From an optimization exercise on the open Yosys and OpenROAD flow, aimed at small area; shortcuts taken in it are not production practice.
Function was checked by simulation only, so behaviour that the tests miss may differ from the original.
Power figures rest on the tool's default switching activity, not on a simulated workload.

## job 617
// cpufinal
module cpufinal (clk, rst, data, data_in, addr_out, out);
input clk, rst;
input [7:0] data_in, data;
output reg [7:0] addr_out, out;
localparam RA = 3'b100;  
localparam RB = 3'b101;  
localparam P  = 3'b111;  
localparam W1 = 3'b010;  
localparam W2 = 3'b011;  
localparam F  = 3'b000;  
localparam X  = 3'b001;  
reg [2:0] s;
reg [7:0] ir;             
reg [7:0] a;              
reg [7:0] pc;             
reg [1:0] reg1, reg2;     
reg [8:0] temp;           
reg [7:0] result;         
reg op2;                  
reg clear;                
reg [7:0] datareg;
reg [7:0] rf0, rf1, rf2, rf3;
wire st_step = s[2];
wire st_latch = s[1];
wire st_f = s == F;
wire st_x = s == X;
wire [3:0] op = ir[7:4];
wire is_alu = op <= 4'b1001;
wire is_clr = op == 4'b1010;
wire is_ld = op == 4'b1011;
wire is_jmp = op == 4'b1100;
wire is_jc = op == 4'b1101;
wire is_nop = ir == 8'hFF;
wire inc = op2 & temp[8];
genvar gi;
wire [9:0] tc_c;
wire [8:0] temp_c;
assign tc_c[0] = inc;
generate for (gi = 0; gi < 9; gi = gi + 1) begin : g_tc
	assign temp_c[gi] = temp[gi] ^ tc_c[gi];
	assign tc_c[gi+1] = temp[gi] & tc_c[gi];
end endgenerate
wire [8:0] pc_c;
wire [7:0] pc_inc;
assign pc_c[0] = 1'b1;
generate for (gi = 0; gi < 8; gi = gi + 1) begin : g_pc
  ...
Settings: LEC_CHECK=0, CAP_MARGIN=0, CORE_MARGIN=2, CORE_UTILIZATION=65, GPL_TIMING_DRIVEN=0, PLACE_DENSITY=0.8, SLEW_MARGIN=0; clock period 5.0 ns.
standard.sh (not shown) runs the stock make flow with config.mk's settings and CLKGATE_MAP_FILE= SYNTH_SCRIPT=/design/flow/synth_recipe.tcl, a recipe that flattens the netlist after the stock synthesis.
==> flow/flow/run.sh <==
#!/bin/bash
# The standard layout with three changes:
#  - synthesis maps the logic with an area-oriented ABC script (flow/area.abc,
#    built around ABC's &deepsyn, then a second choice-and-map pass)
#    instead of ORFS's speed script; everything
#    else in the synthesis, including the flip-flop mapping, is the standard flow's
#    standard synthesis;
#  - the port buffers are made from the smallest buffer cell;
#  - clock-tree synthesis uses clkbuf_8 and adds no dummy loads.
# All tool output goes to flow_make.log here and to ORFS's logs under orfs/.
set -euo pipefail
here=$(pwd)
sed "s|^  log_cmd abc {\*}\$abc_args|  log_cmd abc {*}[lreplace \$abc_args 1 1 $here/flow/area.abc]|" \
  "$FLOW_HOME/scripts/synth.tcl" > "$here/my_synth.tcl"
grep -q "flow/area.abc" "$here/my_synth.tcl"
sed "s|^source \$::env(SCRIPTS_DIR)/synth.tcl|source $here/my_synth.tcl|" \
  "$here/synth_recipe.tcl" > "$here/my_synth_recipe.tcl"
grep -q "my_synth.tcl" "$here/my_synth_recipe.tcl"
bash standard.sh "SYNTH_SCRIPT=$here/my_synth_recipe.tcl" \
  'BUFFER_PORTS_ARGS=-buffer_cell sky130_fd_sc_hd__buf_1' \
  'CTS_ARGS=-sink_clustering_enable -repair_clock_nets -buf_list sky130_fd_sc_hd__clkbuf_8 -dont_use_dummy_load' \
  finish > flow_make.log 2>&1
==> flow/flow/area.abc <==
&get -n
&st
&deepsyn -J 1000 -T 900
&dch -f
&nf -R 1000
&put
strash
&get -n
&dch -f
&nf -R 1000
&put
The following lists how job 7742 was set up differently from job 617:
-- flow/flow/run.sh --
<<< job 617, line 4
#    built around ABC's &deepsyn, then a second choice-and-map pass)
#    instead of ORFS's speed script; everything
>>> job 7742, line 4
#    built around ABC's &deepsyn) instead of ORFS's speed script; everything
==> flow/flow/area.abc <==
&get -n
&st
&deepsyn -J 1000 -T 1500
&dch -f
&nf -R 1000
&put
--- outcome ---
Going from job 617 to job 7742, placement-stage worst setup slack grew by 0.060 ns, highest attainable clock frequency grew by 1.2%, wire length of the first global-routing pass grew by 780 microns, worst endpoint data arrival time shrank by 0.12 ns, met2 layer usage reported by global route grew by 2.3 points.
Job 617 and job 7742 ended up with nearly the same clock share of power.
The run with more setup slack is job 7742; job 617 has less.
Job 7742 ended with every stage complete and zero timing, DRC or antenna violations.
On worst hold slack, job 617 and job 7742 are neck and neck.
The inputs of job 4103 differ from those of job 7742 as listed below.
-- flow/flow/run.sh --
<<< job 7742, line 20
  'CTS_ARGS=-sink_clustering_enable -repair_clock_nets -buf_list sky130_fd_sc_hd__clkbuf_8 -dont_use_dummy_load' \
>>> job 4103, line 20
  'CTS_ARGS=-repair_clock_nets -buf_list sky130_fd_sc_hd__clkbuf_8 -dont_use_dummy_load' \
### Flow results
Re die boundary height: no difference whatsoever between job 4103 and job 7742.
No run among job 7742 and job 4103 stopped early or left any final violation; all are clean.
From job 7742 to job 4103, sum of net half-perimeters after detailed placement did not move at all.
Job 7742 -> job 4103: well tap count delta 0, exact match
Switching portion of total power: job 7742 vs job 4103 identical
From job 4103 to job 7742, wire length of the first global-routing pass did not move at all.
Summary of job 4103 over job 7742: number of input and output port buffers inserted flat, clock latency at the later pin of the worst-skew pair ~0 delta, setup TNS has remained practically unchanged.
Diff job 7742 -> job 4103: part of the total power dissipated in combinational logic comparable, post-detailed-route DRC marker count comparable.

==> separate check: timing with driven ports <==
The results above use ideal ports. As a check the final layouts listed here were re-extracted and re-timed, cells and wires unchanged. Step 1: set_driving_cell puts a clkbuf_16 on clk and a buf_2 on each other input, an assumption about the parent block. Step 2 also shifts input and output timing later by t, the mid clock arrival at the registers, as if the neighbouring blocks saw the same clock. Slacks: ideal ports / drivers / drivers and shift; pairs: ideal ports / drivers.
run	t, ns	slack for setup (ns)	worst setup path after step 2
job 617	0.380	0.292 / 0.292 / 0.292	register to register
job 7742	0.385	0.347 / 0.347 / 0.347	register to register
job 4103	0.385	0.347 / 0.347 / 0.347	register to register
After both steps setup and hold are still met in every run listed.
